This is an optimization exercise on Yosys and OpenROAD, whose aim is small area, a short achievable clock period and few clock cycles per item, not a production implementation. RTL that was checked went through simulation tests only; none was proved equivalent to the original. Only the layout flow was run in runs 1, 2 and 4; the RTL was not checked for function there. Power figures rest on the tool's default switching activity, not on a simulated workload.

$ cat flow/standard.sh
#!/bin/bash
# synth_recipe.tcl (not shown) runs the flow's synth.tcl, then flattens the netlist and writes it again
# the make line also repeats each setting of config.mk as NAME=value (left out here)
make -C /OpenROAD-flow-scripts/flow DESIGN_CONFIG=/design/flow/config.mk WORK_HOME=/design/flow/orfs CLKGATE_MAP_FILE= SYNTH_SCRIPT=/design/flow/synth_recipe.tcl "${@:-finish}"
$ cat flow/config.mk
export PLATFORM = sky130hd
export DESIGN_NAME = Rsa256Core
export DESIGN_NICKNAME = Rsa256Core
export VERILOG_FILES = /design/flow/design.v
export SDC_FILE = /design/flow/constraint.sdc
export NUM_CORES = 4
export LEC_CHECK = 0
export ABC_CLOCK_PERIOD_IN_PS = 3500
export CAP_MARGIN = 30
export CORE_MARGIN = 2
export CORE_UTILIZATION = 35
export SETUP_SLACK_MARGIN = 0.6
export SLEW_MARGIN = 20
export SYNTH_HIERARCHICAL = 1
$ cat flow/design.v
module Rsa256Core (
	input          i_clk,
	input          i_rst,
	input          i_start,
	input  [255:0] i_a,  
	input  [255:0] i_d,  
	input  [255:0] i_n,
	output [255:0] o_a_pow_d,  
	output         o_finished
);
localparam int W  = 260;    
localparam int NI = 129;    
localparam int J  = 4;      
localparam int RT = W / 2;  
localparam int CL = 132;    
localparam logic [2:0] P_PRE  = 3'd0;
localparam logic [2:0] P_FIX  = 3'd1;
localparam logic [2:0] P_ONE  = 3'd2;
localparam logic [2:0] P_ZERO = 3'd3;
localparam logic [2:0] P_SQ   = 3'd4;
localparam logic [2:0] P_MUL  = 3'd5;
localparam logic [2:0] P_FIN  = 3'd6;
localparam logic [2:0] S_IDLE  = 3'd0;
localparam logic [2:0] S_ACT   = 3'd1;  
localparam logic [2:0] S_CONV  = 3'd2;  
localparam logic [2:0] S_WAIT  = 3'd3;  
localparam logic [2:0] S_CLEAN = 3'd4;  
logic [255:0] Nr;        
logic [15:0]  Dr;        
logic [256:0] A;         
logic [W-1:0] M;         
logic [W-1:0] S, C;      
logic [2:0] st;
logic [2:0] pk;          
logic [7:0] cnt;         
logic [7:0] rc;          
logic [8:0] k;           
logic [7:0] e;           
logic [7:0] cl;          
logic       found, dzero, dvalid;
logic       neg;         
logic       allq;
logic       finish;
logic       clr, mult, x1M, x1A, x2M, x2A, nNeg, one, q1f, q2f;
logic       mq, y10, y11, y20;
assign o_a_pow_d  = M[255:0];
assign o_finished = finish;
logic [W-1:0] Nw, Sg, y1, y2, n1, n2;
logic [W-1:0] aS, aCr, aC, bS, bCr, bC, rS, rC;
logic [W-1:0] cS, cCr, cC, dS, dCr, dC;
logic         q1, q1m, q2;
always_comb begin
	Nw = {{(W-256){1'b0}}, Nr};
	Sg = clr ? '0 : S;
	y1 = ({W{x1M}} & M) | ({W{x1A}} & {{(W-257){1'b0}}, A}) | ({W{nNeg}} & ~Nw)
	   | {{(W-1){1'b0}}, one};
	y2 = ({W{x2M}} & M) | ({W{x2A}} & {{(W-257){1'b0}}, A});
	q1m = (mq & (S[0] ^ C[0])) ^ y10;
	q1  = q1m | q1f;
	q2  = ((mq & (S[1] ^ C[1])) ^ y11 ^ ((mq & S[0] & C[0]) | (mq & (S[0] | C[0]) & y10))
	      ^ (q1m & ~Nr[1]) ^ y20) | q2f;
	n1  = {W{q1}} & Nw;
	n2  = {W{q2}} & Nw;
	aC  = {aCr[W-2:0], aCr[W-1]};
	bC  = {bCr[W-2:0], bCr[W-1]};
	rS  = {bS[0], bS[W-1:1]};
	rC  = {bC[0], bC[W-1:1]};
	cC  = {cCr[W-2:0], cCr[W-1]};
	dC  = {dCr[W-2:0], dCr[W-1]};
end
for (genvar i = 0; i < W; i++) begin : g_csa
	RsaFa fa_a (.a(Sg[i]), .b(C[i]),  .c(y1[i]), .s(aS[i]), .co(aCr[i]));
	RsaFa fa_b (.a(aS[i]), .b(aC[i]), .c(n1[i]), .s(bS[i]), .co(bCr[i]));
	RsaFa fa_c (.a(rS[i]), .b(rC[i]), .c(y2[i]), .s(cS[i]), .co(cCr[i]));
	RsaFa fa_d (.a(cS[i]), .b(cC[i]), .c(n2[i]), .s(dS[i]), .co(dCr[i]));
end
always_ff @(posedge i_clk) begin
	S <= {dS[0], dS[W-1:1]};
	C <= {dC[0], dC[W-1:1]};
end
logic [W-1:0] Srot;
assign Srot = {S[W-1-2*J:0], S[W-1:W-2*J]};
logic Czero, cap;
assign Czero = ~|C;
assign cap   = (st == S_CONV) && (rc == J) && Czero;
logic Dbit;
assign Dbit = Dr[e[7:4]];
always_ff @(posedge i_clk) begin
	for (int j = 0; j < 16; j++) Dr[j] <= i_d[16*j + e[3:0]];
	Nr <= i_n;
end
logic ldA;
assign ldA = cap && (pk == P_PRE || pk == P_FIX);
always_ff @(posedge i_clk) begin
	if (cap) M <= Srot;
	if (st == S_IDLE) A <= {1'b0, i_a};
	else if (ldA) A <= Srot[256:0];
end
logic [2:0] nxt_after_pre;
always_comb begin
	if (dzero)        nxt_after_pre = P_ONE;
	else if (e == 0)  nxt_after_pre = P_FIN;
	else              nxt_after_pre = P_SQ;
end
logic [7:0] ni;
logic [1:0] xnext, mn, an;
assign ni = cnt + 8'd1;
always_comb begin
	if (st == S_ACT) xnext = {M[{ni, 1'b1}], M[{ni, 1'b0}]};
	else if (cap)    xnext = Srot[1:0];
	else             xnext = M[1:0];
	mn = cap ? Srot[1:0] : M[1:0];
	an = ldA ? Srot[1:0] : A[1:0];
end
logic       go;      
logic [2:0] gok;     
logic       gneg;    
always_comb begin
	go = 1'b0; gok = P_PRE; gneg = neg;
	if (st == S_IDLE) begin
		go = i_start && cl == CL; gok = P_PRE; gneg = 1'b0;
	end else if (st == S_CLEAN) begin
		go = cl == CL; gok = P_PRE; gneg = 1'b0;
	end else if (st == S_WAIT) begin
		go = found; gok = nxt_after_pre;
	end else if (cap) begin
		gneg = Srot[W-1];
		go = 1'b1;
		case (pk)
		P_PRE: begin
			if (k != 9'd257)   gok = P_PRE;
			else if (Srot[W-1]) gok = P_FIX;
			else begin go = found; gok = nxt_after_pre; end
		end
		P_FIX: begin go = found; gok = nxt_after_pre; end
		P_SQ: begin
			if (Dbit)         gok = P_MUL;
			else if (e == 0)  gok = P_FIN;
			else              gok = P_SQ;
		end
		P_MUL: gok = (e == 0) ? P_FIN : P_SQ;
		P_FIN: begin go = allq; gok = P_ZERO; end
		default: go = 1'b0;  
		endcase
	end
end
logic       n_mult, n_x1M, n_x1A, n_x2M, n_x2A;
logic       n_yM;    
always_comb begin
	n_mult = 1'b0; n_x1M = 1'b0; n_x1A = 1'b0; n_x2M = 1'b0; n_x2A = 1'b0;
	n_yM = 1'b1;
	if (go && (gok == P_SQ || gok == P_MUL || gok == P_FIN)) begin
		n_mult = 1'b1;
		n_yM = gok != P_MUL;
		if (gok == P_FIN) n_x1M = 1'b1;
		else begin
			n_x1M = xnext[0] & n_yM;
			n_x1A = xnext[0] & !n_yM;
			n_x2M = xnext[1] & n_yM;
			n_x2A = xnext[1] & !n_yM;
		end
	end else if (st == S_ACT && cnt != NI - 1) begin
		n_mult = 1'b1;
		n_yM = pk != P_MUL;
		if (pk != P_FIN) begin
			n_x1M = xnext[0] & n_yM;
			n_x1A = xnext[0] & !n_yM;
			n_x2M = xnext[1] & n_yM;
			n_x2A = xnext[1] & !n_yM;
		end
	end
end
always_ff @(posedge i_clk) begin
	clr <= 1'b0; nNeg <= 1'b0; one <= 1'b0; q1f <= 1'b0; q2f <= 1'b0; x1M <= 1'b0; x2M <= 1'b0;
	finish <= 1'b0;
	mult <= n_mult; x1A <= n_x1A; x2A <= n_x2A;
	if (n_mult) begin x1M <= n_x1M; x2M <= n_x2M; end
	mq  <= n_mult & !go;
	y10 <= (n_x1M & mn[0]) | (n_x1A & an[0]);
	y11 <= (n_x1M & mn[1]) | (n_x1A & an[1]);
	y20 <= (n_x2M & mn[0]) | (n_x2A & an[0]);
	if (cl != CL) cl <= cl + 8'd1;
	if (st != S_IDLE && !found) begin
		if (dvalid) begin
			if (Dbit) found <= 1'b1;
			else if (e == 0) begin found <= 1'b1; dzero <= 1'b1; end
			else begin e <= e - 8'd1; dvalid <= 1'b0; end
		end else dvalid <= 1'b1;
	end
	case (st)
	S_ACT: begin
		if (cnt == NI - 1) begin
			st <= S_CONV; rc <= 8'd0;
		end else begin
			cnt <= cnt + 8'd1;
		end
		if (pk == P_FIN) allq <= allq & q1 & q2;
	end
	S_CONV: begin
		rc <= (rc == RT - 1) ? 8'd0 : rc + 8'd1;
		if (cap) begin
			neg <= Srot[W-1];
			if (pk == P_PRE) k <= k + 9'd1;
			if (!go) begin
				st <= (pk == P_PRE || pk == P_FIX) ? S_WAIT : S_IDLE;
				finish <= !(pk == P_PRE || pk == P_FIX);
			end
		end
	end
	default: ;
	endcase
	if (go) begin
		pk  <= gok;
		clr <= 1'b1;
		if (gok == P_SQ || gok == P_MUL || gok == P_FIN) begin
			st   <= S_ACT;
			cnt  <= 8'd0;
			allq <= 1'b1;
			if (gok == P_SQ) e <= e - 8'd1;
		end else begin
			st <= S_CONV;
			rc <= 8'd0;
			case (gok)
			P_PRE: begin
				if (st == S_IDLE || st == S_CLEAN) x2A <= 1'b1; else x2M <= 1'b1;
				if (gneg) q1f <= 1'b1; else nNeg <= 1'b1;
			end
			P_FIX: begin x1M <= 1'b1; q2f <= 1'b1; end
			P_ONE: one <= 1'b1;
			default: ;
			endcase
		end
	end
	if (st == S_IDLE && i_start) begin
		k <= 9'd0; e <= 8'd255; found <= 1'b0; dzero <= 1'b0; dvalid <= 1'b0; neg <= 1'b0;
		if (cl != CL) st <= S_CLEAN;
	end
	if (i_rst) begin
		st <= S_IDLE;
		finish <= 1'b0;
		cl <= 8'd0;
		clr <= 1'b0; mult <= 1'b0; x1M <= 1'b0; x1A <= 1'b0; x2M <= 1'b0; x2A <= 1'b0;
		nNeg <= 1'b0; one <= 1'b0; q1f <= 1'b0; q2f <= 1'b0;
		mq <= 1'b0; y10 <= 1'b0; y11 <= 1'b0; y20 <= 1'b0;
	end
end
endmodule
module RsaFa (
	input  a,
	input  b,
	input  c,
	output s,
	output co
);
assign s  = a ^ b ^ c;
assign co = (a & b) | (a & c) | (b & c);
endmodule
$ cat flow/flow/run.sh
#!/bin/bash
# Standard synthesis, then the standard layout steps with timing repair aimed
# at a period of about 14 - SETUP_SLACK_MARGIN ns (the constraints stay those
# of the design) and smaller port buffers.
set -euo pipefail
MARGIN=${MARGIN:-9.8}
bash standard.sh synth > synth.log 2>&1
bash standard.sh SETUP_SLACK_MARGIN=$MARGIN "BUFFER_PORTS_ARGS=-buffer_cell sky130_fd_sc_hd__buf_2" finish > layout.log 2>&1
$ cat flow/constraint.sdc
create_clock -name core_clock -period 14.0 [get_ports {i_clk}]
set_input_delay 2.8000 -clock core_clock [delete_from_list [all_inputs] [get_ports {i_clk}]]
set_output_delay 2.8000 -clock core_clock [all_outputs]
set_load 0.01 [all_outputs]
==> results of run 1 <==
==> worst register-to-register path, delay by kind of cell (launching register included) <==
family / cells / cell delay [ps]
and+or+nand+nor: 3 / 530
AOI/OAI and AO/OA: 3 / 660
xor gates and xnor gates: 1 / 170
buffers and inverters: 2 / 790
muxes: 2 / 1140
DFF: 1 / 390
adders and majority gates: 1 / 460
==> logic make-up (layout without fill, tap and decap cells) <==
family / Yosys count / count (layout) / share of synthesized area (%)
simple gates: 1893 / 1895 / 12.5
flops: 1375 / 1375 / 42.4
fa+ha+maj: 1051 / 1051 / 27.2
compound gates: 886 / 886 / 8.13
buf+inv: 626 / 1765 / 4.37
mux: 186 / 186 / 4.95
xor+xnor: 33 / 33 / 0.399
other cells: 1 / 26 / 0.00486
==> worst paths after layout <==
| check | cells past startpoint | to | start | slack (ps) |
|---|---|---|---|---|
| max reg2reg | 12 | x1M$_SDFF_PP0_ | cnt[0]$_DFF_P_ | 9730 |
| max | 1 | o_a_pow_d[31] | M[31]$_DFFE_PN_ | 9620 |
| min | 0 | M[258]$_DFFE_PN_ | S[250]$_DFF_P_ | 430 |
| min reg2reg | 0 | M[258]$_DFFE_PN_ | S[250]$_DFF_P_ | 430 |
==> layer usage <==
layer	track usage, %	vias to the layer above
met1	38.4	28800
met3	7.83	539
met4	11.2	14
met5	0	-
met2	43.1	3215
li1	-	22700
==> cells in the final DEF, fill, tap and decap left out, types with 26 or more instances in the layout <==
master,n
clkbuf_1,33
fa_1,1040
nor2b_1,784
nor4_1,76
nor2_1,65
edfxtp_1,519
nand2_1,811
buf_2,880
a21oi_1,32
nand4_1,26
buf_4,351
clkinv_2,31
buf_6,159
mux2i_1,26
a22oi_1,258
o21ai_0,270
dfxtp_1,844
clkbuf_16,167
a22o_1,257
nand3_1,26
mux4_2,155
==> what timing repair did <==
action                     in CTS  in global routing
gates resized for setup       304                 34
gates cloned                   10                  3
pin swaps                       4                  1
setup endpoints to repair    1127                499
buffers inserted              263                 70
==> synth_stat cells (all sizes together) (3+ instances only) <==
master     n
nand3b     3
buf      293
nand3     26
mux2i     26
nor2b    784
xnor2     18
a21o       4
nor3b      4
mux2       4
a22o     257
or3        5
and2       8
nor4      96
nand4     27
a31oi     10
a21oi     32
nand2    814
a21boi     3
dfxtp    856
a211o      5
and3       9
a22oi    258
nand2b    15
clkbuf   308
mux4     156
nor2      69
a211oi     5
nor3      18
nor4b      4
fa      1040
ha        11
edfxtp   519
xor2      15
or2        4
inv       25
o22a       3
o21ai    278
o22ai      5
==> per-module statistics from Yosys, one instance, submodules excluded <==
module	cell area, um^2	cells	flip-flops and latches
Rsa256Core	56300	5011	1375
RsaFa	20.0	1	0
==> power by group <==
group | total [uW] | switching, uW | internal [uW]
clock | 4530 | 1910 | 2620
combinational | 2310 | 1270 | 1030
sequential | 5330 | 527 | 4800
total | 12200 | 3710 | 8450
==> area by class of cell <==
cell class / count / share of cell area, %
multi-input cells: 4059 / 44.3
flip-flops and latches: 1375 / 35.1
repair buffers: 1432 / 10.5
clock buffers: 221 / 4.89
well taps: 2871 / 3.85
clock inverters: 84 / 1.13
inverters: 25 / 0.129
diodes: 18 / 0.0483
repair inverters: 3 / 0.0282
==> stage by stage <==
stage               hold WS [ps]  setup slack (ps)  utilization, %  total power, uW  instance area (um^2)
finish                       435              9620            42.5            12200                 93300
CTS                          437              9550            42.1            12200                 92400
detailed placement           432              8560            38.1             7700                 83500
global route                 441              9560            42.5            12800                 93200
floorplan                    401              7750               -             6790                 77200
global placement             431              8010            38.0             7630                 83300
==> state kept, by name (all words and copies together) (netlist names), 3 cells and up <==
name  cells
cl        8
e         8
Nr      256
S       260
M       260
C       260
k         9
Dr       16
pk        3
cnt       8
rc        8
st        3
A       257
==> impl_metrics.ini, run 1 <==
[setup_path]
startpoint_type = register
slowest_delay_ps = 530
crit_type = reg2out
path_buf_inv = 1
worstSetupEndpointType = output pin
cp_slowest_cell = edfxtp_1
crit_arrival_ps = 1580
crit_family = flip-flops
worstPathRequired_ps = 11200
path_cells = buf_2
worstPathMaxFanout = 2

[cts]
clock_sinks = 1375
holdBufCountCts = 0
worstSkewPairLatency_ps = 850
numCtsBuffers = 162
h-tree-depth = 4
cts_buffer_depth = 3
root_buffer = clkbuf_16
clk_pin_slew_worst_paths_ps = 60
cts_tree = yes

[timing]
finClkSkew_ps = 50.4
fmax_mhz = 229
slew_viol_final = 0
rsz0062_at_grt = yes
slew_headroom_pct = 11.1
fin_crit_ps = 4380
final_hold_viol_count = 0
setup_viol = 0
fin_crit_sh_pct = 31.3
worst_slew_pin_slew_ps = 1330
tns_ps = 0

[layout]
nNetsFinal = 8880
n_fill_cell = 20200
seqCellArea_um2 = 32800
layout-drive-gt1-share_pct = 26.8
multi_input_area_um2 = 41300
instances_no_fill = 10100
syn_to_final_growth_pct = 20.9

[routing]
top_layer_used = met5
post_drt_via_cell_ratio = 5.48
wl_met2_um = 143000
vias = 55200
wl_met1_um = 131000
dr_wl_met3_um = 32900
drc_errors = 0
avgRoutedWirePerCell_um = 31.9
antenna_left = 0
firstDrtPassIters = 6
routed_wirelength_um = 322000
drt-initial-drc-count = 5655

[placed_design]
place_hpwl_um = 230000
gp_congestion = 0.954
io_buffers = 1027
dpl.cell_count = 9417

[yosys]
avgSynthCellArea_um2 = 12.7
synth_edf_count = 519
ys_ff_latch = 1375
yosysSeqAreaShare_pct = 42.4
synth_cells = 6051
synth_top_cells_by_area = fa_1, dfxtp_1, edfxtp_1
synth-async-reset-ratio_pct = 0
synth_area_um2 = 77100
synth_top_area_share_pct = 27.0
synth_warnings = 7
ys.flop_type = dfxtp_1
yosysTopAreaCell = fa_1
yosys.cell_types.count = 81

[grt]
overflow = 0
grt_pass1_vias = 58000
grt_usage_pct = 28.4
grt_pass1_wl_um = 447000
grt_max_degree = 160
antenna_found_initial = 42

[power_and_ir_drop]
power.density_nw_per_um2 = 130
vdd_drop_max_uv = 98.9
leakage_uw = 0.0399

[die]
fp.dieW_um = 473
start_util_pct = 35.2
rows = 172
core_area_um2 = 219000
dieArea_um2 = 224000
die_y_um = 473
pin_count = 1028

[flow_run]
maxCapViolCount = 0

[hold_path]
hp-class = reg2reg

[status]
status = no timing/DRC/antenna violations
==> inputs of run 2 (changes only) <==
--- a/flow/design.v
+++ b/flow/design.v
@@ -45,3 +45,2 @@
 logic       mq, y10, y11, y20;
-assign o_a_pow_d  = M[255:0];
 assign o_finished = finish;
@@ -85,2 +84,5 @@
 assign cap   = (st == S_CONV) && (rc == J) && Czero;
+logic [W-1:0] Sout;
+assign Sout = {S[W-3-2*J:0], S[W-1:W-2-2*J]};
+assign o_a_pow_d = Sout[255:0];
 logic Dbit;
==> impl_metrics.ini, run 2 <==
[cts]
clk_pin_slew_worst_paths_ps = 60
cts_tree = yes
root_buffer = clkbuf_16
clock_sinks = 1375
h-tree-depth = 4
holdBufCountCts = 0
cts_buffer_depth = 3
worstSkewPairLatency_ps = 850
numCtsBuffers = 163

[power_and_ir_drop]
leakage_uw = 0.0394
power.density_nw_per_um2 = 150
vdd_drop_max_uv = 122

[yosys]
ys_ff_latch = 1375
synth_most_common_cell = fa_1
synth_area_um2 = 77100
yosysTopAreaCell = fa_1
yosysSeqAreaShare_pct = 42.4
synth_cells = 6051
synth_top_cells_by_area = fa_1, dfxtp_1, edfxtp_1
synth_warnings = 7
avgSynthCellArea_um2 = 12.7
synth_top_area_share_pct = 27.0
synth-async-reset-ratio_pct = 0
yosys.cell_types.count = 81
synthTopCellsByCount = fa_1, dfxtp_1, nand2_1, nor2b_1, edfxtp_1
synth_edf_count = 519
ys.flop_type = dfxtp_1

[routing]
antenna_left = 0
firstDrtPassIters = 8
avgRoutedWirePerCell_um = 32.7
drt-initial-drc-count = 6101
drc_errors = 0
post_drt_via_cell_ratio = 5.54
vias = 55200
routed_wirelength_um = 325000

[layout]
layout-drive-gt1-share_pct = 29.1
syn_to_final_growth_pct = 20.9
reg_top3 = C x260, M x260, S x260
layout_common_cells = fa_1, buf_2, nand2_1
layout_commonest_cell = fa_1
final_area_um2 = 93300
nNetsFinal = 8756

[timing]
final_hold_viol_count = 0
tns_ps = 0
fmax_mhz = 235
setup_viol = 0
hold_slack_ps = 438
rsz0062_at_grt = yes
slew_headroom_pct = 25.9
finClkSkew_ps = 54.2
slew_viol_final = 0
fin_crit_ps = 4250
fin_crit_sh_pct = 30.4
worst_slew_pin_slew_ps = 1110

[grt]
overflow = 0
grt_usage_pct = 28.8
grt_pass1_wl_um = 452000
antenna_found_initial = 53
grt_max_degree = 140
grt_pass1_vias = 58200

[placed_design]
io_buffers = 1027
gp_congestion = 0.937
placed_cell_area_um2 = 83500
place_hpwl_um = 231000

[die]
rows = 172
core_area_um2 = 219000
dieArea_um2 = 224000
die_y_um = 473
fp.dieW_um = 473
start_util_pct = 35.2
pin_count = 1028

[setup_path]
worstPathMaxFanout = 63
startpoint_type = register
crit_arrival_ps = 4950
crit_type = reg2reg
worstSetupEndpointType = register
worst_r2r_startpoint = x2A$_SDFF_PP0_
worstPathRequired_ps = 14690
crit_start = x2A$_SDFF_PP0_

[hold_path]
worstHoldStart = S[249]$_DFF_P_
hp-class = reg2reg

[flow_run]
maxCapViolCount = 0

[status]
status = no timing/DRC/antenna violations
run 2: worst paths after layout:
kind                      endpoint  slack (ps)  cells past startpoint
hold / removal    M[257]$_DFFE_PN_         440                      0
setup / recovery     S[59]$_DFF_P_        9750                      6
setup reg to reg     S[59]$_DFF_P_        9750                      6
hold reg to reg   M[257]$_DFFE_PN_         440                      0
run 2: power by group:
part / total [uW] / switching, uW / internal, uW
Clock: 4510 / 1890 / 2620
Sequential: 5720 / 743 / 4980
Combinational: 3740 / 2040 / 1710
run 2: what timing repair did:
action                                   CTS  global route
setup buffers                            203             3
pin swaps                                  6             2
cloned                                     9             1
resized for setup                        792             9
endpoints found under the setup margin  1149           507
run 2: area by class of cell:
cell class	instances	area, um^2
Antenna cell	15	37.5
Inverter	25	120
Multi-Input combinational cell	4060	41300
Sequential cell	1375	33700
Clock buffer	220	4560
Tap cell	2871	3590
Clock inverter	84	1060
Timing Repair inverter	2	17.5
Timing Repair Buffer	1307	8850
Fill cell	20300	126000
run 2: cell families (layout without fill, tap and decap cells):
family,after synthesis,after routing,share of synthesized area [%]
adder cells (fa/ha/maj),1051,1051,27.2
buffers and inverters,626,1638,4.37
XOR/XNOR,33,33,0.399
AO/OA/AOI/OAI,886,886,8.13
flip-flops,1375,1375,42.4
multiplexers,186,186,4.95
other,1,23,0.00486
AND/OR/NAND/NOR,1893,1896,12.5
run 2: metal layers:
layer | global-route usage [%] | vias to the layer above | wire length (um)
li1 | - | 22400 | -
met1 | 38.4 | 28800 | 129000
met2 | 42.3 | 3292 | 141000
met3 | 9.35 | 640 | 37600
met4 | 13.5 | 22 | 17200
met5 | 0 | - | 171
run 2: per-stage QoR:
step | utilization, % | cells | setup WS [ps] | power [uW]
4_1_cts | 42.5 | 9939 | 9730 | 14000
3_5_place_dp | 38.1 | 9423 | 7740 | 8600
2_1_floorplan | - | 6058 | 7750 | 7390
6_report | 42.5 | 9959 | 9750 | 14000
3_3_place_gp | 38.0 | 9411 | 7410 | 8530
5_1_grt | 42.5 | 9954 | 9730 | 14600
run 2: worst max-delay path, stage by stage (launching register included):
cell,delay (ps)
dfxtp_4,1000
buf_4,520
buf_16,300
buf_4,810
a22o_1,340
fa_1,470
fa_1,520
run 2: per-module statistics from Yosys, one instance, submodules excluded:
| module | cells inside | flip-flops and latches |
|---|---|---|
| Rsa256Core | 5011 | 1375 |
| RsaFa | 1 | 0 |
==> inputs of run 3 (changes only) <==
--- a/flow/design.v
+++ b/flow/design.v
@@ -27,3 +27,3 @@
 localparam logic [2:0] S_CLEAN = 3'd4;  
-logic [255:0] Nr;        
+logic         Nr1;       
 logic [15:0]  Dr;        
@@ -35,2 +35,3 @@
 logic [7:0] cnt;         
+logic [7:0] cnt1;        
 logic [7:0] rc;          
@@ -51,6 +52,5 @@
 always_comb begin
-	Nw = {{(W-256){1'b0}}, Nr};
+	Nw = {{(W-256){1'b0}}, i_n};
 	Sg = clr ? '0 : S;
-	y1 = ({W{x1M}} & M) | ({W{x1A}} & {{(W-257){1'b0}}, A}) | ({W{nNeg}} & ~Nw)
-	   | {{(W-1){1'b0}}, one};
+	y1 = ({W{x1M}} & M) | ({W{x1A}} & {{(W-257){1'b0}}, A}) | {{(W-1){1'b0}}, one};
 	y2 = ({W{x2M}} & M) | ({W{x2A}} & {{(W-257){1'b0}}, A});
@@ -59,4 +59,4 @@
 	q2  = ((mq & (S[1] ^ C[1])) ^ y11 ^ ((mq & S[0] & C[0]) | (mq & (S[0] | C[0]) & y10))
-	      ^ (q1m & ~Nr[1]) ^ y20) | q2f;
-	n1  = {W{q1}} & Nw;
+	      ^ (q1m & ~Nr1) ^ y20) | q2f;
+	n1  = ({W{q1}} & Nw) | ({W{nNeg}} & ~Nw);
 	n2  = {W{q2}} & Nw;
@@ -91,3 +91,3 @@
 	for (int j = 0; j < 16; j++) Dr[j] <= i_d[16*j + e[3:0]];
-	Nr <= i_n;
+	Nr1 <= i_n[1];
 end
@@ -106,7 +106,5 @@
 end
-logic [7:0] ni;
 logic [1:0] xnext, mn, an;
-assign ni = cnt + 8'd1;
-always_comb begin
-	if (st == S_ACT) xnext = {M[{ni, 1'b1}], M[{ni, 1'b0}]};
+always_comb begin
+	if (st == S_ACT) xnext = {M[{cnt1, 1'b1}], M[{cnt1, 1'b0}]};
 	else if (cap)    xnext = Srot[1:0];
@@ -197,2 +195,3 @@
 			cnt <= cnt + 8'd1;
+			cnt1 <= cnt1 + 8'd1;
 		end
@@ -219,2 +218,3 @@
 			cnt  <= 8'd0;
+			cnt1 <= 8'd1;
 			allq <= 1'b1;
==> flow/flow/run.sh (replaced) <==
#!/bin/bash
set -euo pipefail
PRE=${PRE:-8.5}
POST=${POST:-9.8}
BUF="BUFFER_PORTS_ARGS=-buffer_cell sky130_fd_sc_hd__buf_2"
bash standard.sh synth > synth.log 2>&1
bash standard.sh SETUP_SLACK_MARGIN=$PRE "$BUF" place > place.log 2>&1
bash standard.sh SETUP_SLACK_MARGIN=$POST "$BUF" finish > finish.log 2>&1
--- a/flow/config.mk
+++ b/flow/config.mk
@@ -10,3 +10,3 @@
 export CORE_MARGIN = 2
-export CORE_UTILIZATION = 35
+export CORE_UTILIZATION = 50
 export SETUP_SLACK_MARGIN = 0.6
==> impl_metrics.ini, run 3 <==
[grt]
grt_max_degree = 160
grt_pass1_wl_um = 394000
antenna_found_initial = 105
grt_usage_pct = 37.7
overflow = 0
grt_pass1_vias = 54700

[timing]
slew_viol_final = 0
final_hold_viol_count = 0
rsz0062_at_grt = no
slew_headroom_pct = 15.1
fmax_mhz = 238
setup_viol = 0
fin_crit_sh_pct = 30.1
worst_slew_pin_slew_ps = 1270
finClkSkew_ps = 33.5
tns_ps = 0
fin_crit_ps = 4210

[yosys]
synth_top_area_share_pct = 28.8
synth_most_common_cell = fa_1
synth_edf_count = 519
synth_cells = 5874
ys_ff_latch = 1128
yosys.cell_types.count = 89
ys.flop_type = dfxtp_1
synth_area_um2 = 72200
synth_top_cells_by_area = fa_1, edfxtp_1, dfxtp_1
yosysTopAreaCell = fa_1
synth_warnings = 7
avgSynthCellArea_um2 = 12.3
synthTopCellsByCount = fa_1, nand2_1, dfxtp_1, nor2b_1, a22o_1
yosysSeqAreaShare_pct = 38.5
synth-async-reset-ratio_pct = 0

[die]
dieArea_um2 = 147000
rows = 139
die_y_um = 384
start_util_pct = 50.3
fp.dieW_um = 384
pin_count = 1028
core_area_um2 = 143000

[setup_path]
path_buf_inv = 1
reg2reg_to = S[113]$_DFF_P_
crit_family = flip-flops
slowest_delay_ps = 450
crit_start = finish$_SDFF_PP0_
cp_slowest_cell = dfxtp_1
path_depth = 1
r2r_slack_ps = 9830
worstSetupEndpointType = output pin
worstPathMaxFanout = 1
worstPathRequired_ps = 11200
worstRegToRegCells = 6
crit_type = reg2out
crit_arrival_ps = 1410
startpoint_type = register
path_cells = buf_2
worst_r2r_startpoint = clr$_SDFF_PP0_
endpoint = o_finished

[cts]
h-tree-depth = 4
root_buffer = clkbuf_16
cts_buffer_depth = 3
clock_sinks = 1128
worstSkewPairLatency_ps = 800
cts_tree = yes
holdBufCountCts = 0
numCtsBuffers = 135
clk_pin_slew_worst_paths_ps = 60

[status]
status = no timing/DRC/antenna violations

[layout]
layout_common_cells = fa_1, buf_2, nand2_1
seqCellArea_um2 = 28300
final_area_um2 = 83200
n_fill_cell = 12200
multi_input_area_um2 = 41300
layout-drive-gt1-share_pct = 26.5
reg_top3 = C x260, M x260, S x260
syn_to_final_growth_pct = 15.2
nNetsFinal = 8356
layout_commonest_cell = fa_1

[routing]
post_drt_via_cell_ratio = 6.06
vias = 52300
firstDrtPassIters = 5
drt-initial-drc-count = 5450
routed_wirelength_um = 277000
antenna_left = 0
avgRoutedWirePerCell_um = 32.1
drc_errors = 0

[power_and_ir_drop]
power.density_nw_per_um2 = 189
vdd_drop_max_uv = 134
leakage_uw = 0.0356

[placed_design]
place_hpwl_um = 201000
io_buffers = 1027
placed_cell_area_um2 = 77200
gp_congestion = 0.952

[flow_run]
maxCapViolCount = 0

[hold_path]
hp-class = reg2reg
run 3: kinds of logic (layout without fill, tap and decap cells):
logic type,Yosys count,in the layout,synth area share [%]
multiplexers,176,176,4.98
other,1,84,0.00519
buffers and inverters,630,1396,4.77
XOR/XNOR,34,34,0.412
adder cells (fa/ha/maj),1052,1052,29.0
AO/OA/AOI/OAI,895,895,9.30
flip-flops,1128,1128,38.5
AND/OR/NAND/NOR,1958,1961,13.0
run 3: cell type report:
class                   instances  area share [%]
inverters                      25           0.113
multi-input cells            4122            49.6
clock buffers                 209            4.93
flip-flops and latches       1128            34.0
diodes                         80           0.241
repair buffers               1121            7.77
well taps                    1903            2.86
clock inverters                41           0.438
run 3: worst min path at each step:
stage / start / endpoint / slack [ps] / cells after the start
floorplan: S[249]$_DFF_P_ / M[257]$_DFFE_PN_ / 400 / 0
global placement: allq$_DFF_P_ / allq$_DFF_P_ / 440 / 1
detailed placement: allq$_DFF_P_ / allq$_DFF_P_ / 450 / 1
CTS: allq$_DFF_P_ / allq$_DFF_P_ / 460 / 1
global route: S[135]$_DFF_P_ / M[143]$_DFFE_PN_ / 480 / 0
finish: k[8]$_SDFFE_PP0P_ / k[8]$_SDFFE_PP0P_ / 460 / 1
run 3: per-module statistics from Yosys (local to each module, per instance):
| module | area [um^2] | cells inside | flops+latches |
|---|---|---|---|
| Rsa256Core | 51400 | 4834 | 1128 |
| RsaFa | 20.0 | 1 | 0 |
run 3: stage by stage:
step | setup slack, ps | util, % | total power [uW] | cells | hold WS, ps
2_1_floorplan | 7540 | - | 9740 | 5877 | 401
3_3_place_gp | 7530 | 53.7 | 11700 | 8252 | 440
3_5_place_dp | 7730 | 53.8 | 11900 | 8264 | 446
4_1_cts | 9800 | 57.7 | 15700 | 8537 | 459
5_1_grt | 9800 | 58.0 | 16800 | 8623 | 476
6_report | 9790 | 58.0 | 15700 | 8629 | 464
run 3: layer usage:
metal	vias up	share of wire, %	track usage (%)
met5	-	0.016	0
met4	8	7.5	25.3
met1	26900	37	48.5
met3	674	8.8	7.20
met2	3111	47	58.3
li1	21600	-	-
run 3: what timing repair did:
| item | in CTS | in global routing |
|---|---|---|
| hold endpoints to repair | 0 | 0 |
| endpoints found under the setup margin | 1110 | 419 |
| buffers inserted | 19 | 9 |
| pin swaps | 6 | 6 |
| gates cloned | 4 | 1 |
| resized for setup | 378 | 23 |
run 3: where the power goes:
group	internal [uW]	switching [uW]	leakage (uW)
Sequential	4560	1180	0.0101
Clock	2090	1490	0.00218
Combinational	2830	3530	0.0233
Total	9480	6210	0.0356
Testbench counts of run 3, summed over its fixed seeds: cycles 1,267,081, items 24.
==> inputs of run 4 (changes only) <==
--- a/flow/design.v
+++ b/flow/design.v
@@ -46,7 +46,9 @@
 logic       mq, y10, y11, y20;
+logic       cb;          
 assign o_finished = finish;
-logic [W-1:0] Nw, Sg, y1, y2, n1, n2;
-logic [W-1:0] aS, aCr, aC, bS, bCr, bC, rS, rC;
+logic [W-1:0] Nw, Sg, y1, y2, y2s, n1, n2, n2s;
+logic [W-1:0] aS, aCr, aC, bS, bCr, bC;
 logic [W-1:0] cS, cCr, cC, dS, dCr, dC;
-logic         q1, q1m, q2;
+logic         q1, q1m, q2, c0p;
+logic [2:0]   t0;
 always_comb begin
@@ -56,12 +58,13 @@
 	y2 = ({W{x2M}} & M) | ({W{x2A}} & {{(W-257){1'b0}}, A});
-	q1m = (mq & (S[0] ^ C[0])) ^ y10;
+	t0  = {2'b0, mq & S[0]} + {2'b0, mq & C[0]} + {2'b0, y10} + {2'b0, cb};
+	q1m = t0[0];
 	q1  = q1m | q1f;
-	q2  = ((mq & (S[1] ^ C[1])) ^ y11 ^ ((mq & S[0] & C[0]) | (mq & (S[0] | C[0]) & y10))
-	      ^ (q1m & ~Nr1) ^ y20) | q2f;
+	c0p = (t0 == 3'd1) || (t0 == 3'd2);  
+	q2  = ((mq & (S[1] ^ C[1])) ^ y11 ^ y20 ^ (q1m & Nr1) ^ c0p) | q2f;
 	n1  = ({W{q1}} & Nw) | ({W{nNeg}} & ~Nw);
 	n2  = {W{q2}} & Nw;
+	y2s = {y2[W-2:0], y2[W-1] | cb};
+	n2s = {n2[W-2:0], n2[W-1]};
 	aC  = {aCr[W-2:0], aCr[W-1]};
 	bC  = {bCr[W-2:0], bCr[W-1]};
-	rS  = {bS[0], bS[W-1:1]};
-	rC  = {bC[0], bC[W-1:1]};
 	cC  = {cCr[W-2:0], cCr[W-1]};
@@ -70,10 +73,11 @@
 for (genvar i = 0; i < W; i++) begin : g_csa
-	RsaFa fa_a (.a(Sg[i]), .b(C[i]),  .c(y1[i]), .s(aS[i]), .co(aCr[i]));
-	RsaFa fa_b (.a(aS[i]), .b(aC[i]), .c(n1[i]), .s(bS[i]), .co(bCr[i]));
-	RsaFa fa_c (.a(rS[i]), .b(rC[i]), .c(y2[i]), .s(cS[i]), .co(cCr[i]));
-	RsaFa fa_d (.a(cS[i]), .b(cC[i]), .c(n2[i]), .s(dS[i]), .co(dCr[i]));
-end
-always_ff @(posedge i_clk) begin
-	S <= {dS[0], dS[W-1:1]};
-	C <= {dC[0], dC[W-1:1]};
+	RsaFa fa_a (.a(Sg[i]), .b(C[i]),  .c(y1[i]),  .s(aS[i]), .co(aCr[i]));
+	RsaFa fa_b (.a(aS[i]), .b(aC[i]), .c(y2s[i]), .s(bS[i]), .co(bCr[i]));
+	RsaFa fa_c (.a(bS[i]), .b(bC[i]), .c(n1[i]),  .s(cS[i]), .co(cCr[i]));
+	RsaFa fa_d (.a(cS[i]), .b(cC[i]), .c(n2s[i]), .s(dS[i]), .co(dCr[i]));
+end
+always_ff @(posedge i_clk) begin
+	S  <= {dS[1:0] & {2{!mult}}, dS[W-1:2]};
+	C  <= {dC[1:0] & {2{!mult}}, dC[W-1:2]};
+	cb <= mult & dS[1];
 end
==> impl_metrics.ini, run 4 <==
[status]
status = complete, but fails checks
violatedChecks = max-slew violations

[placed_design]
dpl.cell_count = 7862
gp_congestion = 0.940
io_buffers = 1027
place_hpwl_um = 193000
place_ws_ps = 8120

[die]
fp.dieW_um = 384
pin_count = 1028
dieArea_um2 = 147000
die_y_um = 384
rows = 139
start_util_pct = 50.3
core_area_um2 = 143000

[yosys]
yosysSeqAreaShare_pct = 38.6
synthTopCellsByCount = fa_1, dfxtp_1, nor2b_1, edfxtp_1, a22o_1
yosys.cell_types.count = 79
ys.flop_type = dfxtp_1
synth_cells = 5448
yosysTopAreaCell = fa_1
synth_warnings = 7
synth_most_common_cell = fa_1
synth_top_cells_by_area = fa_1, edfxtp_1, dfxtp_1
avgSynthCellArea_um2 = 13.2
ys_ff_latch = 1130
synth_area_um2 = 72100
synth_top_area_share_pct = 28.9
synth-async-reset-ratio_pct = 0
synth_edf_count = 519

[timing]
final_hold_viol_count = 0
slew_headroom_pct = -6.10
setup_viol = 0
fmax_mhz = 240
fin_ws_ps = 9830
fin_crit_ps = 4170
tns_ps = 0
fin_crit_sh_pct = 29.8
slew_viol_final = 55
worst_slew_pin_slew_ps = 1590
finClkSkew_ps = 33.4
rsz0062_at_grt = no

[setup_path]
worstPathMaxFanout = 4
worstPathRequired_ps = 11200
path_cells = buf_2
startpoint_type = register
cp_slowest_cell = dfxtp_4
crit_arrival_ps = 1370
slowest_delay_ps = 440
worstSetupEndpointType = output pin
crit_family = flip-flops
crit_type = reg2out
path_buf_inv = 1

[routing]
firstDrtPassIters = 5
routed_wirelength_um = 264000
vias = 49900
antenna_left = 0
drc_errors = 0
avgRoutedWirePerCell_um = 32.1
post_drt_via_cell_ratio = 6.07
drt-initial-drc-count = 4351

[layout]
nNetsFinal = 7956
instances_no_fill = 8221
syn_to_final_growth_pct = 14.8
n_fill_cell = 11900
reg_top3 = C x260, M x260, S x260
utilization_pct = 57.7
layout_commonest_cell = fa_1
layout_common_cells = fa_1, buf_2, nor2b_1
layout-drive-gt1-share_pct = 31.2

[cts]
worstSkewPairLatency_ps = 770
h-tree-depth = 4
root_buffer = clkbuf_16
numCtsBuffers = 135
cts_tree = yes
clock_sinks = 1130
holdBufCountCts = 0
cts_buffer_depth = 3
clk_pin_slew_worst_paths_ps = 60

[grt]
overflow = 0
grt_max_degree = 167
grt_usage_pct = 35.8
antenna_found_initial = 106
grt_pass1_vias = 51700
grt_pass1_wl_um = 372000

[power_and_ir_drop]
combPwrFrac_pct = 43.1
p_switching_uw = 6840
p_total_uw = 16900
leakage_uw = 0.0349
seq_power_share_pct = 36.1
clkPwrFrac_pct = 20.8
vdd_drop_max_uv = 124
p_int_uw = 10100
power.density_nw_per_um2 = 204
switching_share_pct = 40.4

[flow_run]
maxCapViolCount = 0

[hold_path]
hp-class = reg2reg
-- run 4: cell types whose count changed in the layout (fill, tap and decap cells not counted), moves of 19 or more --
| cell | previous run | this run |
|---|---|---|
| mux4_2 | 137 | 88 |
| mux2_2 | 7 | 264 |
| buf_2 | 985 | 1018 |
| mux2i_1 | 25 | 117 |
| buf_4 | 85 | 63 |
| nand2_1 | 817 | 71 |
| a21oi_1 | 282 | 301 |
| nor2_1 | 332 | 353 |
| a22oi_1 | 2 | 26 |
-- run 4: path summary, 6_finish.rpt --
check	start	endpoint	slack (ps)	cells after the start
worst max-delay path	S[82]$_DFF_P_	o_a_pow_d[92]	9830	1
worst min-delay path	S[249]$_DFF_P_	M[257]$_DFFE_PN_	440	0
worst max register to register	x1M$_SDFF_PP0_	S[39]$_DFF_P_	9870	7
worst min register to register	S[249]$_DFF_P_	M[257]$_DFFE_PN_	440	0
-- run 4: kinds of logic (layout without fill, tap and decap cells) --
kind of cell | count (synthesis) | after routing | synth area share, %
AO/OA/AOI/OAI | 963 | 963 | 9.84
XOR/XNOR | 31 | 31 | 0.376
adder cells (fa/ha/maj) | 1054 | 1054 | 29.1
buffers and inverters | 601 | 1388 | 4.50
flip-flops | 1130 | 1130 | 38.6
multiplexers | 469 | 469 | 8.49
other | 1 | 81 | 0.00520
AND/OR/NAND/NOR | 1199 | 1202 | 9.11
-- run 4: per-stage QoR --
stage,area [um^2],hold WS [ps]
after floorplan,72200,401
after global placement,77100,408
after detailed placement,77200,423
after CTS,82400,449
after global routing,82800,455
final,82800,442
-- run 4: area by class of cell --
cell class | instances | area, um^2 | share of cell area [%]
clock buffer | 204 | 4040 | 4.88
timing repair buffer | 1120 | 6300 | 7.61
clock inverter | 43 | 304 | 0.367
antenna | 77 | 193 | 0.233
inverter | 21 | 78.8 | 0.0952
tap | 1903 | 2380 | 2.88
sequential | 1130 | 28300 | 34.1
multi-input combinational | 3723 | 41200 | 49.8
-- run 4: routing by layer --
metal / wire [um] / track usage (%) / up-vias
met5: 230 / 0 / -
met4: 18000 / 23.3 / 38
met3: 23700 / 8.92 / 583
met2: 124000 / 55.5 / 2772
met1: 98000 / 44.7 / 25900
li1: - / - / 20700
-- run 4: power by group through the flow --
stage / Sequential, uW / Combinational [uW] / Clock [uW]
final: 6100 / 7290 / 3520
after floorplan: 5180 / 5490 / 0
after global placement: 6020 / 7000 / 0
after CTS: 6070 / 7360 / 3560
after global routing: 6140 / 8310 / 3680
after detailed placement: 6030 / 7150 / 0
-- run 4: repair_timing --
| item | 4_1_cts | 5_1_grt |
|---|---|---|
| buffers inserted | 22 | 4 |
| gates cloned | 4 | 1 |
| gates resized for setup | 322 | 17 |
| endpoints found under the setup margin | 1100 | 342 |
| pin swaps | 5 | 1 |
-- run 4: modules after synthesis (local to each module, per instance) --
module      flops+latches  cells inside
RsaFa                   0             1
Rsa256Core           1130          4408
==> inputs of run 5 (changes only) <==
--- a/flow/design.v
+++ b/flow/design.v
@@ -15,2 +15,4 @@
 localparam int CL = 132;    
+localparam int NS = 4;      
+localparam int SW = W / NS;
 localparam logic [2:0] P_PRE  = 3'd0;
@@ -44,3 +46,5 @@
 logic       finish;
-logic       clr, mult, x1M, x1A, x2M, x2A, nNeg, one, q1f, q2f;
+logic       mult, one, q1f, q2f;
+logic [5:0] ctl [NS];    
+logic [5:0] ctl_n;
 logic       mq, y10, y11, y20;
@@ -48,19 +52,24 @@
 assign o_finished = finish;
-logic [W-1:0] Nw, Sg, y1, y2, y2s, n1, n2, n2s;
+logic [W-1:0] Nw, Aw, Sg, y1, y2, y2s, n1, n2, n2s;
 logic [W-1:0] aS, aCr, aC, bS, bCr, bC;
 logic [W-1:0] cS, cCr, cC, dS, dCr, dC;
-logic         q1, q1m, q2, c0p;
-logic [2:0]   t0;
-always_comb begin
-	Nw = {{(W-256){1'b0}}, i_n};
-	Sg = clr ? '0 : S;
-	y1 = ({W{x1M}} & M) | ({W{x1A}} & {{(W-257){1'b0}}, A}) | {{(W-1){1'b0}}, one};
-	y2 = ({W{x2M}} & M) | ({W{x2A}} & {{(W-257){1'b0}}, A});
-	t0  = {2'b0, mq & S[0]} + {2'b0, mq & C[0]} + {2'b0, y10} + {2'b0, cb};
-	q1m = t0[0];
-	q1  = q1m | q1f;
-	c0p = (t0 == 3'd1) || (t0 == 3'd2);  
-	q2  = ((mq & (S[1] ^ C[1])) ^ y11 ^ y20 ^ (q1m & Nr1) ^ c0p) | q2f;
-	n1  = ({W{q1}} & Nw) | ({W{nNeg}} & ~Nw);
-	n2  = {W{q2}} & Nw;
+logic [NS-1:0] q1s, q2s;
+logic         q1, q2;
+for (genvar s = 0; s < NS; s++) begin : g_slice
+	RsaCtlReg u_ctl (.clk(i_clk), .d(ctl_n), .q(ctl[s]));
+	RsaQ u_q (.s0(S[0]), .s1(S[1]), .c0(C[0]), .c1(C[1]), .cb(cb), .mq(mq), .y10(y10),
+	          .y11(y11), .y20(y20), .n1(Nr1), .q1f(q1f), .q2f(q2f), .q1(q1s[s]), .q2(q2s[s]));
+	for (genvar i = s * SW; i < (s + 1) * SW; i++) begin : g_bit
+		assign Sg[i] = S[i] & !ctl[s][5];
+		assign y1[i] = (ctl[s][4] & M[i]) | (ctl[s][3] & Aw[i]) | (i == 0 && one);
+		assign y2[i] = (ctl[s][2] & M[i]) | (ctl[s][1] & Aw[i]);
+		assign n1[i] = (q1s[s] & Nw[i]) | (ctl[s][0] & !Nw[i]);
+		assign n2[i] = q2s[s] & Nw[i];
+	end
+end
+assign q1 = q1s[0];
+assign q2 = q2s[0];
+always_comb begin
+	Nw  = {{(W-256){1'b0}}, i_n};
+	Aw  = {{(W-257){1'b0}}, A};
 	y2s = {y2[W-2:0], y2[W-1] | cb};
@@ -176,7 +185,22 @@
 end
-always_ff @(posedge i_clk) begin
-	clr <= 1'b0; nNeg <= 1'b0; one <= 1'b0; q1f <= 1'b0; q2f <= 1'b0; x1M <= 1'b0; x2M <= 1'b0;
+logic n_pre, n_pre_a;
+always_comb begin
+	n_pre   = go && gok == P_PRE;
+	n_pre_a = n_pre && (st == S_IDLE || st == S_CLEAN);
+	ctl_n = '0;
+	if (!i_rst) begin
+		ctl_n[5] = go;                                               
+		ctl_n[4] = (n_mult & n_x1M) | (go && gok == P_FIX);          
+		ctl_n[3] = n_x1A;                                            
+		ctl_n[2] = (n_mult & n_x2M) | (n_pre & !n_pre_a);            
+		ctl_n[1] = n_x2A | n_pre_a;                                  
+		ctl_n[0] = n_pre & !gneg;                                    
+	end
+end
+always_ff @(posedge i_clk) begin
 	finish <= 1'b0;
-	mult <= n_mult; x1A <= n_x1A; x2A <= n_x2A;
-	if (n_mult) begin x1M <= n_x1M; x2M <= n_x2M; end
+	mult <= n_mult;
+	one  <= go && gok == P_ONE;
+	q1f  <= n_pre && gneg;
+	q2f  <= go && gok == P_FIX;
 	mq  <= n_mult & !go;
@@ -218,3 +242,2 @@
 		pk  <= gok;
-		clr <= 1'b1;
 		if (gok == P_SQ || gok == P_MUL || gok == P_FIN) begin
@@ -228,11 +251,2 @@
 			rc <= 8'd0;
-			case (gok)
-			P_PRE: begin
-				if (st == S_IDLE || st == S_CLEAN) x2A <= 1'b1; else x2M <= 1'b1;
-				if (gneg) q1f <= 1'b1; else nNeg <= 1'b1;
-			end
-			P_FIX: begin x1M <= 1'b1; q2f <= 1'b1; end
-			P_ONE: one <= 1'b1;
-			default: ;
-			endcase
 		end
@@ -247,4 +261,3 @@
 		cl <= 8'd0;
-		clr <= 1'b0; mult <= 1'b0; x1M <= 1'b0; x1A <= 1'b0; x2M <= 1'b0; x2A <= 1'b0;
-		nNeg <= 1'b0; one <= 1'b0; q1f <= 1'b0; q2f <= 1'b0;
+		mult <= 1'b0; one <= 1'b0; q1f <= 1'b0; q2f <= 1'b0;
 		mq <= 1'b0; y10 <= 1'b0; y11 <= 1'b0; y20 <= 1'b0;
@@ -252,2 +265,21 @@
 end
+endmodule
+module RsaCtlReg (
+	input              clk,
+	input        [5:0] d,
+	output logic [5:0] q
+);
+always_ff @(posedge clk) q <= d;
+endmodule
+module RsaQ (
+	input  s0, s1, c0, c1, cb, mq, y10, y11, y20, n1, q1f, q2f,
+	output q1, q2
+);
+logic [2:0] t0;   
+logic       q1m, c0p;
+assign t0  = {2'b0, mq & s0} + {2'b0, mq & c0} + {2'b0, y10} + {2'b0, cb};
+assign q1m = t0[0];
+assign q1  = q1m | q1f;
+assign c0p = (t0 == 3'd1) || (t0 == 3'd2);  
+assign q2  = ((mq & (s1 ^ c1)) ^ y11 ^ y20 ^ (q1m & n1) ^ c0p) | q2f;
 endmodule
--- a/flow/config.mk
+++ b/flow/config.mk
@@ -10,3 +10,3 @@
 export CORE_MARGIN = 2
-export CORE_UTILIZATION = 50
+export CORE_UTILIZATION = 55
 export SETUP_SLACK_MARGIN = 0.6
==> impl_metrics.ini, run 5 <==
[status]
status = no timing/DRC/antenna violations

[yosys]
synth_most_common_cell = fa_1
ys.flop_type = dfxtp_1
yosysTopAreaCell = fa_1
ys_ff_latch = 1148
synth_area_um2 = 73500
synth-async-reset-ratio_pct = 0
avgSynthCellArea_um2 = 13.0
synth_cells = 5649
synth_top_cells_by_area = fa_1, edfxtp_1, dfxtp_1
yosys.cell_types.count = 86
synth_top_area_share_pct = 28.4
yosysSeqAreaShare_pct = 38.3
synth_edf_count = 519
synthTopCellsByCount = fa_1, nand2_1, dfxtp_1, edfxtp_1, a22o_1
synth_warnings = 9

[routing]
antenna_left = 0
firstDrtPassIters = 6
drt-initial-drc-count = 4558
drc_errors = 0
post_drt_via_cell_ratio = 6.16
vias = 50500
avgRoutedWirePerCell_um = 31.7
routed_wirelength_um = 260000

[cts]
cts_tree = yes
holdBufCountCts = 0
numCtsBuffers = 135
cts_buffer_depth = 3
clock_sinks = 1148
h-tree-depth = 4
clk_pin_slew_worst_paths_ps = 60
root_buffer = clkbuf_16
worstSkewPairLatency_ps = 790

[timing]
fin_crit_sh_pct = 29.9
hold_slack_ps = 420
slew_viol_final = 0
worst_slew_pin_slew_ps = 1090
rsz0062_at_grt = yes
fin_crit_ps = 4180
tns_ps = 0
fin_ws_ps = 9820
setup_viol = 0
final_hold_viol_count = 0
slew_headroom_pct = 27.3
fmax_mhz = 239
finClkSkew_ps = 29.7

[grt]
grt_usage_pct = 38.6
antenna_found_initial = 42
overflow = 0
grt_pass1_wl_um = 375000
grt_max_degree = 152
grt_pass1_vias = 52800

[placed_design]
io_buffers = 1027
placed_cell_area_um2 = 78200
place_ws_ps = 8490
gp_congestion = 0.933
dpl.cell_count = 7911
place_hpwl_um = 189000

[setup_path]
path_buf_inv = 1
path_cells = buf_6
crit_type = reg2out
crit_family = flip-flops
startpoint_type = register
r2r_slack_ps = 9920
crit_start = S[189]$_DFF_P_
worstPathMaxFanout = 4
worst_r2r_startpoint = C[163]$_DFF_P_
worstPathRequired_ps = 11200
cp_slowest_cell = dfxtp_4
worstSetupEndpointType = output pin
crit_arrival_ps = 1380
slowest_delay_ps = 450

[power_and_ir_drop]
vdd_drop_max_uv = 104
power.density_nw_per_um2 = 149
leakage_uw = 0.0373

[layout]
instances_no_fill = 8197
final_area_um2 = 83700
syn_to_final_growth_pct = 13.9
layout_common_cells = fa_1, buf_2, nand2_1
layout_commonest_cell = fa_1
reg_top3 = C x260, M x260, S x260
multi_input_area_um2 = 42100
seqCellArea_um2 = 28700
layout-drive-gt1-share_pct = 32.0
nNetsFinal = 8136
n_fill_cell = 10500

[die]
start_util_pct = 55.3
pin_count = 1028
dieArea_um2 = 137000
die_y_um = 370
rows = 134
core_area_um2 = 133000
fp.dieW_um = 370

[hold_path]
worstHoldStart = S[249]$_DFF_P_
hp-class = reg2reg

[flow_run]
maxCapViolCount = 0
-- run 5: changes by cell type after synthesis, moves of 11 or more --
cell      change
nor2_1      -270
dfxtp_1      +18
mux2i_1      -88
nor2b_1     -258
inv_1        +18
mux4_2       +54
a22oi_1      -20
o21ai_0      -11
nand2_1     +753
and2_1      +258
a21oi_1     -279
a221oi_1     -13
-- run 5: routing by layer --
| layer | wire [um] | track usage (%) | share of wire [%] | up-vias |
|---|---|---|---|---|
| li1 | - | - | - | 20800 |
| met1 | 102000 | 52.2 | 39 | 26500 |
| met2 | 118000 | 59.3 | 46 | 2661 |
| met3 | 24700 | 9.63 | 9.5 | 519 |
| met4 | 13900 | 17.1 | 5.4 | 34 |
| met5 | 241 | 0 | 0.093 | - |
-- run 5: per-module statistics from Yosys (local to each module, per instance) --
module / cell area [um^2] / times used
Rsa256Core: 51500 / 1
RsaCtlReg: 120 / 4
RsaFa: 20.0 / 1040
RsaQ: 178 / 4
-- run 5: layout make-up --
class / count / share of cell area (%)
Multi-Input combinational cell: 3878 / 50.3
Inverter: 38 / 0.170
Tap cell: 1768 / 2.64
Clock inverter: 66 / 0.776
Clock buffer: 183 / 4.62
Sequential cell: 1148 / 34.3
Timing Repair Buffer: 1101 / 7.16
Antenna cell: 15 / 0.0448
-- run 5: where the power goes --
group / leakage [uW] / internal [uW] / switching, uW / total, uW
clock network: 0.00221 / 2130 / 1500 / 3630
registers: 0.0103 / 4360 / 969 / 5330
logic: 0.0249 / 1550 / 1970 / 3520
total: 0.0373 / 8040 / 4440 / 12500
-- run 5: path summary, 6_finish.rpt --
| path | endpoint | cells past startpoint |
|---|---|---|
| max | o_a_pow_d[199] | 1 |
| min | M[257]$_DFFE_PN_ | 0 |
| max reg2reg | M[153]$_DFFE_PN_ | 7 |
| min reg2reg | M[257]$_DFFE_PN_ | 0 |
-- run 5: what timing repair did --
action                     in CTS  in global routing
gates resized for setup       373                 16
pin swaps                       1                  1
buffers inserted               15                  2
setup endpoints to repair     566                355
gates cloned                    3                  1
-- run 5: cell families after synthesis --
group	share of synthesized area (%)
buffers and inverters	4.67
adder cells (fa/ha/maj)	28.8
multiplexers	8.70
XOR/XNOR	0.587
other	0.00510
AO/OA/AOI/OAI	7.57
flip-flops	38.3
AND/OR/NAND/NOR	11.4
-- run 5: through the flow --
step                util, %  power, uW
finish                 63.0      12500
floorplan                 -       7410
global placement       58.8       8570
CTS                    62.8      12500
global route           62.9      13100
detailed placement     58.8       8620
Testbench counts of run 5, summed over its fixed seeds: cycles 1,267,081, items 24.
==> inputs of run 6 (changes only) <==
--- a/flow/flow/run.sh
+++ b/flow/flow/run.sh
@@ -3,3 +3,3 @@
 PRE=${PRE:-8.5}
-POST=${POST:-9.8}
+POST=${POST:-10.3}
 BUF="BUFFER_PORTS_ARGS=-buffer_cell sky130_fd_sc_hd__buf_2"
==> impl_metrics.ini, run 6 <==
[yosys]
yosysSeqAreaShare_pct = 38.3
yosys.cell_types.count = 86
ys_ff_latch = 1148
synth-async-reset-ratio_pct = 0
synth_top_area_share_pct = 28.4
synth_most_common_cell = fa_1
ys.flop_type = dfxtp_1
yosysTopAreaCell = fa_1
synthTopCellsByCount = fa_1, nand2_1, dfxtp_1, edfxtp_1, a22o_1
avgSynthCellArea_um2 = 13.0
synth_warnings = 9
synth_top_cells_by_area = fa_1, edfxtp_1, dfxtp_1
synth_edf_count = 519
synth_area_um2 = 73500
synth_cells = 5649

[hold_path]
hp-class = reg2reg
whs_endpoint = M[257]$_DFFE_PN_
whs_path_depth = 0
worstHoldStart = S[249]$_DFF_P_

[cts]
numCtsBuffers = 135
cts_tree = yes
clk_pin_slew_worst_paths_ps = 60
clock_sinks = 1148
h-tree-depth = 4
cts_buffer_depth = 3
root_buffer = clkbuf_16
worstSkewPairLatency_ps = 790

[die]
die_y_um = 370
pin_count = 1028
dieArea_um2 = 137000
core_area_um2 = 133000
rows = 134
fp.dieW_um = 370
start_util_pct = 55.3

[timing]
slew_headroom_pct = 27.3
fin_ws_ps = 9820
fin_crit_sh_pct = 29.9
fmax_mhz = 239
worst_slew_pin_slew_ps = 1090
tns_ps = 0
finClkSkew_ps = 28.4
rsz0062_at_grt = yes
fin_crit_ps = 4180
final_hold_viol_count = 0
setup_viol = 0
slew_viol_final = 0

[routing]
firstDrtPassIters = 6
dr_wl_met3_um = 28200
wl_met2_um = 125000
wl_met1_um = 104000
post_drt_via_cell_ratio = 6.18
avgRoutedWirePerCell_um = 32.4
top_layer_used = met5
routed_wirelength_um = 273000
drc_errors = 0
antenna_left = 0
drt-initial-drc-count = 4946
vias = 52100

[power_and_ir_drop]
p_total_uw = 13700
power.density_nw_per_um2 = 156
leakage_uw = 0.0391
vdd_drop_max_uv = 106

[setup_path]
reg2reg_to = g_slice[1].u_ctl.q[4]$_DFF_P_
slowest_delay_ps = 450
path_cells = buf_6
worstRegToRegCells = 10
r2r_slack_ps = 10280
cp_slowest_cell = dfxtp_4
crit_family = flip-flops
worstSetupEndpointType = output pin
crit_arrival_ps = 1380
startpoint_type = register
worstPathMaxFanout = 4
crit_type = reg2out
path_buf_inv = 1
worstPathRequired_ps = 11200
worst_r2r_startpoint = cnt1[1]$_DFF_P_

[grt]
grt_max_degree = 152
overflow = 0
grt_usage_pct = 40.3
antenna_found_initial = 45
grt_pass1_wl_um = 390000
grt_pass1_vias = 54900

[placed_design]
place_hpwl_um = 189000
io_buffers = 1027
place_ws_ps = 8490
gp_congestion = 0.933

[layout]
nNetsFinal = 8371
layout_commonest_cell = fa_1
reg_top3 = C x260, M x260, S x260
syn_to_final_growth_pct = 19.6
layout_common_cells = fa_1, nand2_1, buf_2
layout-drive-gt1-share_pct = 35.0

[status]
status = no timing/DRC/antenna violations

[flow_run]
maxCapViolCount = 0
run 6: cell types whose count changed in the layout (fill, tap and decap cells not counted), sizes merged:
cell and change:
clkbuf +2, diode +1, bufbuf +3, nand2b +3, buf +227
run 6: how the worst max path moves through the flow:
| stage | start | endpoint | cells after the start |
|---|---|---|---|
| finish | S[189]$_DFF_P_ | o_a_pow_d[199] | 1 |
| global route | S[189]$_DFF_P_ | o_a_pow_d[199] | 1 |
| CTS | S[189]$_DFF_P_ | o_a_pow_d[199] | 1 |
| detailed placement | rc[0]$_DFF_P_ | A[109]$_DFFE_PP_ | 11 |
| global placement | C[30]$_DFF_P_ | A[110]$_DFFE_PP_ | 9 |
| floorplan | C[103]$_DFF_P_ | st[1]$_SDFF_PP0_ | 8 |
run 6: cell type report:
class / count / area, um^2
fillers: 10000 / 45100
multi-input cells: 3881 / 42300
flip-flops and latches: 1148 / 29200
repair buffers: 1333 / 9440
clock buffers: 183 / 3870
well taps: 1768 / 2210
clock inverters: 66 / 649
inverters: 38 / 143
diodes: 16 / 40.0
run 6: kinds of logic (layout without fill, tap and decap cells):
logic type | count (synthesis) | in the layout | share of synthesized area (%)
AOI/OAI and AO/OA | 658 | 658 | 7.57
xor gates and xnor gates | 43 | 43 | 0.587
adders and majority gates | 1063 | 1063 | 28.8
buffers and inverters | 629 | 1620 | 4.67
DFF | 1148 | 1148 | 38.3
muxes | 429 | 429 | 8.70
other | 1 | 20 | 0.00510
and+or+nand+nor | 1678 | 1684 | 11.4
run 6: report_power, final:
| group | internal, uW | switching [uW] |
|---|---|---|
| clock | 2130 | 1510 |
| sequential | 4470 | 721 |
| combinational | 2340 | 2520 |
run 6: per-module statistics from Yosys, one instance, submodules excluded:
module	times used	flops+latches	cells inside
RsaCtlReg	4	6	6
Rsa256Core	1	1124	4501
RsaQ	4	0	21
RsaFa	1040	0	1
run 6: layer usage:
layer	vias up	GRT usage, %
li1	21300	-
met1	27200	53.1
met2	2955	62.0
met3	603	10.7
met4	34	20.1
met5	-	0
run 6: per-stage QoR:
step                      instance area [um^2]  hold slack, ps  std cells  utilization [%]
after floorplan                          73500             401       5652                -
after global placement                   78100             415       7910             58.8
after detailed placement                 78200             414       7911             58.8
final                                    87900             422       8433             66.1
after global routing                     87800             448       8428             66.1
after CTS                                87500             422       8407             65.8
run 6: repair_timing:
action,CTS,global route
setup endpoints to repair,1280,731
pin swaps,2,10
hold buffers,0,0
buffers inserted,237,7
cloned,10,2
resized for setup,877,42
==> inputs of run 7 (changes only) <==
--- a/flow/config.mk
+++ b/flow/config.mk
@@ -11,2 +11,4 @@
 export CORE_UTILIZATION = 55
+export CTS_CLUSTER_DIAMETER = 100
+export CTS_CLUSTER_SIZE = 20
 export SETUP_SLACK_MARGIN = 0.6
==> impl_metrics.ini, run 7 <==
[status]
status = no timing/DRC/antenna violations

[yosys]
synth_warnings = 9
yosysSeqAreaShare_pct = 38.3
synth_top_cells_by_area = fa_1, edfxtp_1, dfxtp_1
avgSynthCellArea_um2 = 13.0
synth-async-reset-ratio_pct = 0
synth_area_um2 = 73500
ys_ff_latch = 1148
synth_cells = 5649
yosysTopAreaCell = fa_1
synth_most_common_cell = fa_1
ys.flop_type = dfxtp_1
synth_edf_count = 519
yosys.cell_types.count = 86
synth_top_area_share_pct = 28.4
synthTopCellsByCount = fa_1, nand2_1, dfxtp_1, edfxtp_1, a22o_1

[setup_path]
worstPathMaxFanout = 2
crit_arrival_ps = 1290
reg2reg_to = A[37]$_DFFE_PP_
r2r_slack_ps = 10280
worstPathRequired_ps = 11200
endpoint = o_a_pow_d[2]
worstSetupEndpointType = output pin
path_cells = buf_6 > buf_6
crit_start = S[252]$_DFF_P_
cp_slowest_cell = dfxtp_2
slowest_delay_ps = 330
worst_r2r_startpoint = C[67]$_DFF_P_
path_buf_inv = 2
critPathMostFrequentCell = buf_6
crit_type = reg2out
worstRegToRegCells = 10
path_depth = 2
crit_family = flip-flops
startpoint_type = register

[grt]
grt_pass1_wl_um = 386000
grt_pass1_vias = 53900
grt_usage_pct = 39.8
grt_max_degree = 152
antenna_found_initial = 47
overflow = 0

[die]
rows = 134
pin_count = 1028
start_util_pct = 55.3
die_y_um = 370
core_area_um2 = 133000
fp.dieW_um = 370
dieArea_um2 = 137000

[layout]
nNetsFinal = 8305
reg_top3 = C x260, M x260, S x260
instances_no_fill = 8306
syn_to_final_growth_pct = 16.7
layout-drive-gt1-share_pct = 33.8
multi_input_area_um2 = 42600
layout_common_cells = fa_1, nand2_1, buf_2
seqCellArea_um2 = 29200
n_fill_cell = 10300
layout_commonest_cell = fa_1

[timing]
final_hold_viol_count = 0
fin_crit_sh_pct = 29.2
tns_ps = 0
slew_viol_final = 0
finClkSkew_ps = 36.6
hold_slack_ps = 439
rsz0062_at_grt = yes
fin_crit_ps = 4090
slew_headroom_pct = 28.5
worst_slew_pin_slew_ps = 1070
setup_viol = 0
fmax_mhz = 244

[cts]
cts_tree = yes
holdBufCountCts = 0
h-tree-depth = 3
worstSkewPairLatency_ps = 680
numCtsBuffers = 67
clock_sinks = 1148
cts_buffer_depth = 3
clk_pin_slew_worst_paths_ps = 80
root_buffer = clkbuf_16

[flow_run]
maxCapViolCount = 0

[power_and_ir_drop]
power.density_nw_per_um2 = 142
vdd_drop_max_uv = 82.3
leakage_uw = 0.0380
p_total_uw = 12200

[placed_design]
dpl.cell_count = 7911
io_buffers = 1027
place_hpwl_um = 189000
gp_congestion = 0.933

[hold_path]
hp-class = reg2reg

[routing]
vias = 51400
firstDrtPassIters = 6
routed_wirelength_um = 270000
antenna_left = 0
drt-initial-drc-count = 5148
avgRoutedWirePerCell_um = 32.5
post_drt_via_cell_ratio = 6.19
drc_errors = 0
[run 7: worst reg2reg max path, delay by kind of cell (launching register included)]
family | cells | cell delay (ps)
AND/OR/NAND/NOR | 7 | 2020
buffers and inverters | 3 | 1030
flip-flops | 1 | 340
[run 7: power breakdown]
group          switching [uW]  leakage, uW  internal [uW]
Clock                    1210     0.000944            972
Combinational            2510       0.0268           2340
Sequential                719       0.0103           4460
Total                    4430       0.0380           7770
[run 7: Yosys stat by module, one instance, submodules excluded]
module      copies in the design  flip-flops and latches  cell area (um^2)  cells
Rsa256Core                     1                    1124             51500   4501
RsaQ                           4                       0               178     21
RsaCtlReg                      4                       6               120      6
RsaFa                       1040                       0              20.0      1
[run 7: timing repair]
| item | CTS | global route |
|---|---|---|
| gates resized for setup | 895 | 172 |
| setup endpoints to repair | 1315 | 800 |
| pin swaps | 11 | 125 |
| setup buffers | 242 | 7 |
| cloned | 9 | 0 |
[run 7: logic make-up after synthesis]
logic type                 after synthesis  share of synthesized area, %
other                                    1                       0.00510
muxes                                  429                          8.70
buffers and inverters                  629                          4.67
and+or+nand+nor                       1678                          11.4
adders and majority gates             1063                          28.8
xor gates and xnor gates                43                         0.587
DFF                                   1148                          38.3
AOI/OAI and AO/OA                      658                          7.57
[run 7: through the flow]
step	setup WS, ps	instance area, um^2	utilization [%]
after floorplan	5150	73500	-
after global placement	7880	78100	58.8
after detailed placement	8490	78200	58.8
after CTS	9890	85100	64.0
after global routing	9890	85700	64.5
final	9910	85700	64.5
[run 7: area by class of cell]
class	count	area share [%]
diodes	18	0.0525
clock buffers	113	2.21
clock inverters	5	0.0963
inverters	38	0.166
multi-input cells	3881	49.7
flip-flops and latches	1148	34.1
well taps	1768	2.58
repair buffers	1335	11.2
[run 7: worst min path at each step]
stage	cells past startpoint	from	endpoint	slack, ps
finish	0	S[249]$_DFF_P_	M[257]$_DFFE_PN_	440
global route	0	S[249]$_DFF_P_	M[257]$_DFFE_PN_	460
CTS	0	S[249]$_DFF_P_	M[257]$_DFFE_PN_	440
detailed placement	0	S[249]$_DFF_P_	M[257]$_DFFE_PN_	410
global placement	0	S[249]$_DFF_P_	M[257]$_DFFE_PN_	410
floorplan	0	S[249]$_DFF_P_	M[257]$_DFFE_PN_	400
[run 7: layer usage]
metal	wire length (um)	share of wire [%]	up-vias	GRT usage (%)
li1	-	-	21100	-
met1	104000	39	26900	53.1
met2	124000	46	2914	61.2
met3	26600	9.9	527	9.81
met4	15500	5.7	34	19.6
met5	235	0.087	-	0

-- static timing again, ports no longer ideal --
No port has a modelled driver above. Below, the same layouts with a new extraction and two added sets of constraints.
Step 1: set_driving_cell puts a clkbuf_16 on i_clk and a buf_2 on each other input, an assumption about the parent block.
Step 2 times the ports against the registers' clock, not the clock port: input delays grow and output delays shrink by t, the midpoint of the rising clock arrivals with the driver on.
Three values: no drivers, after step 1, after step 2; two values: the first two.
run	t (ns)	slack for setup (ns)
run 1	0.922	9.624 / 9.528 / 8.907
run 2	0.917	9.746 / 9.689 / 9.145
run 3	0.859	9.790 / 9.711 / 9.013
run 4	0.834	9.832 / 9.753 / 8.932
run 5	0.863	9.817 / 9.726 / 9.284
run 6	0.869	9.816 / 9.724 / 9.378
run 7	0.752	9.905 / 9.813 / 9.368
